What follows belongs to an exercise in optimizing a design on an open flow for small area, a short achievable clock period and few clock cycles per item; a production flow would make more cautious choices.
RTL that was checked went through simulation tests only; none was proved equivalent to the original.
Power is estimated from default activity; no workload was simulated.

Setup of run 1:
// FP16_div
module FP16_div(
    input [15:0]data_dividend,
    input [15:0]data_divisor,
    input input_valid,
    input clk,
    input rst,
    output [15:0]data_q,
    output reg output_update,
    output reg idle
    );
Size: ~630 cells after synthesis, ~49 flip-flops, ~5300 um2 of cells after synthesis.
==> module FP16_div, before the edit <==
module FP16_div(
    input [15:0]data_dividend,
    input [15:0]data_divisor,
    input input_valid,
    input clk,
    input rst,
    output [15:0]data_q,
    output reg output_update,
    output reg idle
    );
    reg found;               
    reg st;                  
    reg qr1, qr2;            
    reg s;                   
    reg rnd;                 
    reg [12:0] X;            
    reg [10:0] D;            
    reg [6:0] E;             
    reg [9:0] M;             
    wire busy = ~idle;
    wire load = input_valid & idle;
    wire [4:0] ea = data_dividend[14:10];
    wire [4:0] eb = data_divisor[14:10];
    wire ea_nz = |ea;
    wire eb_nz = |eb;
    wire [12:0] X_in = {2'b00, ea_nz, data_dividend[9:0]};
    wire [10:0] D_in = {eb_nz, data_divisor[9:0]};
    wire [6:0] E_in = {2'b00, ea} + {2'b00, ~eb} + {6'd0, ~ea_nz} + {6'd0, eb_nz} + 7'b1101111;    
    function [11:0] add12;
        input [11:0] a, b;
        input c;
        reg [11:0] g, p, G, P;
        reg [12:0] cy;
        integer i;
        begin
            g = a & b;
            p = a ^ b;
            G = g; P = p;
            G[0] = g[0] | (p[0] & c);
            P[0] = 1'b0;
            for (i = 1; i < 12; i = i + 2) begin G[i] = G[i] | (P[i] & G[i-1]); P[i] = P[i] & P[i-1]; end
            for (i = 3; i < 12; i = i + 4) begin G[i] = G[i] | (P[i] & G[i-2]); P[i] = P[i] & P[i-2]; end
            G[7] = G[7] | (P[7] & G[3]); P[7] = P[7] & P[3];
            G[11] = G[11] | (P[11] & G[7]);
            G[5] = G[5] | (P[5] & G[3]);
            G[9] = G[9] | (P[9] & G[7]);
            for (i = 2; i < 12; i = i + 2) begin G[i] = G[i] | (P[i] & G[i-1]); end
            cy = {G, c};
            add12 = p ^ cy[11:0];
        end
    endfunction
    wire sub = ~X[12];
    wire [11:0] Dm = {1'b0, D} ^ {12{sub}};                    
    wire [11:0] X2 = {X[10:0], sub};                   
    wire [11:0] Dd = {1'b0, D};
    wire [11:0] D2 = {D, 1'b0};
    wire [11:0] K = Dd ^ D2;
    wire [11:0] Pp = sub ? ~(Dd & D2) : (Dd | D2);
    wire [11:0] Gg = sub ? ~(Dd | D2) : (Dd & D2);
    wire [11:0] cs_s = X2 ^ K;
    wire [11:0] cs_c = (X2 & Pp) | Gg;
    wire [11:0] T1 = add12(X[11:0], Dm, sub);              
    wire [11:0] A = add12({X[10:0], 1'b0}, Dm, sub);       
    wire [11:0] B = add12(cs_s, {cs_c[10:0], 1'b0}, sub);   
    wire q1 = ~T1[11];
    wire [11:0] T2 = (q1 == sub) ? B : A;
    wire q2 = ~T2[11];
    wire Dz = ~|D;
    wire dn = ~D[10];
    wire signed [6:0] Es = E;
    wire e_ovf = Es >= 32;
    wire e31 = E == 7'd31;
    wire e_zero = Es <= -11;
    wire e_m10 = Es == -10;
    wire e_m9 = Es == -9;
    wire e_den = (Es >= -8) & (Es <= 0);
    wire e1 = E == 7'd1;
    wire e2 = E == 7'd2;
    wire [3:0] mk = 4'd2 - E[3:0];                    
    wire [10:0] marker = 11'd1 << mk;
    wire [6:0] Eadj = E + (dn ? 7'd1 : {6'b111111, qr2});
    reg f2;
    reg [6:0] E2;
    reg [10:0] M2;
    always @(*) begin
        f2 = 1'b1;
        E2 = E;
        M2 = {M[8:0], qr1, qr2};
        if (~found) begin
            if (e_den) begin
                E2 = 7'd0;
                M2 = marker | {9'd0, qr1, qr2};
            end else if (e1) begin
                E2 = {6'd0, qr1};
                M2 = {9'd0, 1'b1, qr2};
            end else if (e2) begin
                E2 = qr1 ? 7'd2 : {6'd0, qr2};
                M2 = {9'd0, qr1, qr1 ? qr2 : 1'b1};
            end else if (qr1) begin
                M2 = {9'd0, 1'b1, qr2};
            end else if (qr2) begin
                E2 = Eadj;
                M2 = 11'd1;
            end else begin
                E2 = Eadj;
                M2 = 11'd0;
                f2 = 1'b0;
            end
        end
    end
    wire ovf = Dz | (~dn & (st ? (~found & e31 & qr1) : e_ovf));
    wire zero = ~dn & ~st & e_zero;
    wire fin_b = ~dn & (st ? M2[10] : e_m10);         
    wire fin_a = ~dn & (st ? (M2[9] & ~M2[10]) : e_m9);          
    wire done = ovf | zero | fin_a | fin_b;
    always @(posedge clk) begin
        if (rst) begin
            idle <= 1'b1;
            output_update <= 1'b0;
        end else if (load) begin
            idle <= 1'b0;
            output_update <= 1'b0;
        end else begin
            idle <= idle | done;
            output_update <= busy & done;
        end
    end
    always @(posedge clk) begin
        if (load) begin
            X <= X_in;
            D <= D_in;
            st <= 1'b0;
        end else if (dn) begin
            D <= {D[9:0], 1'b0};
        end else begin
            X <= {T2, 1'b0};
            st <= 1'b1;
        end
        qr1 <= q1;
        qr2 <= q2;
        rnd <= (fin_b & q1) | (fin_a & q2);
    end
    always @(posedge clk) begin
        if (load) begin
            s <= data_dividend[15] ^ data_divisor[15];
            E <= E_in;
            M <= 10'd0;
            found <= 1'b0;
        end else if (ovf) begin
            E <= 7'd30;
            M <= 10'h3ff;
        end else if (dn) begin
            E <= Eadj;
        end else if (~st) begin
            if (zero | fin_a | fin_b) begin
                E <= 7'd0;
                M <= {9'd0, fin_a & q1};
            end
        end else begin
            E <= E2;
            found <= f2;
            M <= fin_a ? {M2[8:0], q1} : M2[9:0];
        end
    end
    wire [14:0] EM = {E[4:0], M};
    wire sat = EM == 15'h7bff;
    wire [14:0] V = EM + {14'd0, rnd & ~sat};
    wire rzero = ~|{EM, rnd};
    assign data_q = {s & ~rzero, V};
endmodule
==> flow/config.mk <==
export PLATFORM = sky130hd
export DESIGN_NAME = FP16_div
export DESIGN_NICKNAME = FP16_div
export VERILOG_FILES = /design/flow/design.v
export SDC_FILE = /design/flow/constraint.sdc
export NUM_CORES = 4
export LEC_CHECK = 0
export CAP_MARGIN = 20
export CORE_MARGIN = 2
export CORE_UTILIZATION = 40
export SETUP_SLACK_MARGIN = 1.5
export SLEW_MARGIN = 20
==> flow/constraint.sdc <==
create_clock -name core_clock -period 5.0 [get_ports {clk}]
set_input_delay 1.0000 -clock core_clock [delete_from_list [all_inputs] [get_ports {clk}]]
set_output_delay 1.0000 -clock core_clock [all_outputs]
set_load 0.01 [all_outputs]
standard.sh (not shown) runs the stock make flow with config.mk's settings and CLKGATE_MAP_FILE= SYNTH_SCRIPT=/design/flow/synth_recipe.tcl, a recipe that flattens the netlist after the stock synthesis.
==> flow/flow/run.sh <==
#!/bin/bash
# Standard layout, with the port buffers made from buf_2 cells.
set -euo pipefail
export BUFFER_PORTS_ARGS="-buffer_cell sky130_fd_sc_hd__buf_2"
bash standard.sh > standard.log 2>&1
> inputs changed (run 1 -> run 2)
--- a/flow/design.v
+++ b/flow/design.v
@@ -24,48 +24,25 @@
     wire [4:0] eb = data_divisor[14:10];
     wire ea_nz = |ea;
     wire eb_nz = |eb;
     wire [12:0] X_in = {2'b00, ea_nz, data_dividend[9:0]};
     wire [10:0] D_in = {eb_nz, data_divisor[9:0]};
     wire [6:0] E_in = {2'b00, ea} + {2'b00, ~eb} + {6'd0, ~ea_nz} + {6'd0, eb_nz} + 7'b1101111;    
-    function [11:0] add12;
-        input [11:0] a, b;
-        input c;
-        reg [11:0] g, p, G, P;
-        reg [12:0] cy;
-        integer i;
-        begin
-            g = a & b;
-            p = a ^ b;
-            G = g; P = p;
-            G[0] = g[0] | (p[0] & c);
-            P[0] = 1'b0;
-            for (i = 1; i < 12; i = i + 2) begin G[i] = G[i] | (P[i] & G[i-1]); P[i] = P[i] & P[i-1]; end
-            for (i = 3; i < 12; i = i + 4) begin G[i] = G[i] | (P[i] & G[i-2]); P[i] = P[i] & P[i-2]; end
-            G[7] = G[7] | (P[7] & G[3]); P[7] = P[7] & P[3];
-            G[11] = G[11] | (P[11] & G[7]);
-            G[5] = G[5] | (P[5] & G[3]);
-            G[9] = G[9] | (P[9] & G[7]);
-            for (i = 2; i < 12; i = i + 2) begin G[i] = G[i] | (P[i] & G[i-1]); end
-            cy = {G, c};
-            add12 = p ^ cy[11:0];
-        end
-    endfunction
     wire sub = ~X[12];
     wire [11:0] Dm = {1'b0, D} ^ {12{sub}};                    
-    wire [11:0] X2 = {X[10:0], sub};                   
+    wire [11:0] X2 = {X[10:0], 1'b0};
     wire [11:0] Dd = {1'b0, D};
     wire [11:0] D2 = {D, 1'b0};
     wire [11:0] K = Dd ^ D2;
     wire [11:0] Pp = sub ? ~(Dd & D2) : (Dd | D2);
     wire [11:0] Gg = sub ? ~(Dd | D2) : (Dd & D2);
     wire [11:0] cs_s = X2 ^ K;
     wire [11:0] cs_c = (X2 & Pp) | Gg;
-    wire [11:0] T1 = add12(X[11:0], Dm, sub);              
-    wire [11:0] A = add12({X[10:0], 1'b0}, Dm, sub);       
-    wire [11:0] B = add12(cs_s, {cs_c[10:0], 1'b0}, sub);   
+    wire [11:0] T1 = X[11:0] + Dm + {11'd0, sub};              
+    wire [11:0] A = {X[10:0], 1'b0} + Dm + {11'd0, sub};       
+    wire [11:0] B = cs_s + {cs_c[10:0], 1'b0} + {10'd0, sub, 1'b0};   
     wire q1 = ~T1[11];
     wire [11:0] T2 = (q1 == sub) ? B : A;
     wire q2 = ~T2[11];
     wire Dz = ~|D;
     wire dn = ~D[10];
     wire signed [6:0] Es = E;
==> comparison <==
Relative to run 1, number of fill cells has increased by 5.8% in run 2.
Run 2 vs run 1: cell area after layout down slightly
Of run 2 and run 1, the lower total length of routed wires belongs to run 2.
Diff run 2 and run 1: share of the clock period used by the worst path after layout lower in run 2
Relative to run 1, synthesized cell count has increased by 27 in run 2.
Compared to run 1, run 2 has multi-input logic portion of the cell area 2.8 points higher.
Length of routed met2 wiring for run 2 is lower than for run 1.
Met3 usage delta (run 1 -> run 2): insignificant
Re minimum clock period after layout: run 2 is 0.25 ns down on run 1.
Parity-gate share of the synthesized area counting xor and xnor cells sits higher in run 2 than in run 1.
Looking at area of the placeable core, run 2 sits 4.4% higher than run 1 does.
Summary of run 2 over run 1: critical path depth down 1; sequential power up about 4.5%.
Testbench counts of run 2, summed over its fixed seeds: cycles 51,570, items 8,000.
Only the layout flow was run in run 1; the RTL was not checked for function there.

re-timing with driven ports:
How much do the figures lean on ideal ports? The routed layouts below were timed once more, with nothing changed but the port constraints.
Step 1: set_driving_cell puts a clkbuf_16 on clk and a buf_2 on each other input, an assumption about the parent block.
Step 2 moves the port delays by t, midway between the first and last clock arrival at a register: inputs arrive t later, outputs are due t later. That takes back most of the time a late clock gives input paths.
Slacks: ideal / step 1 / step 2; pairs: ideal / step 1.
run	t (ns)	setup WS [ns]	worst setup path at the end	worst data-port slew with drivers (ns)	cell pins on the clock port's net
run 1	0.345	1.411 / 1.411 / 1.411	register to register	0.05	1
run 2	0.346	1.659 / 1.628 / 1.635	input to register	0.04	1
After both steps setup and hold are still met in every run listed. The setup slack of run 2, which loses most, moves by -0.031 ns with the drivers and by -0.024 ns with both steps.
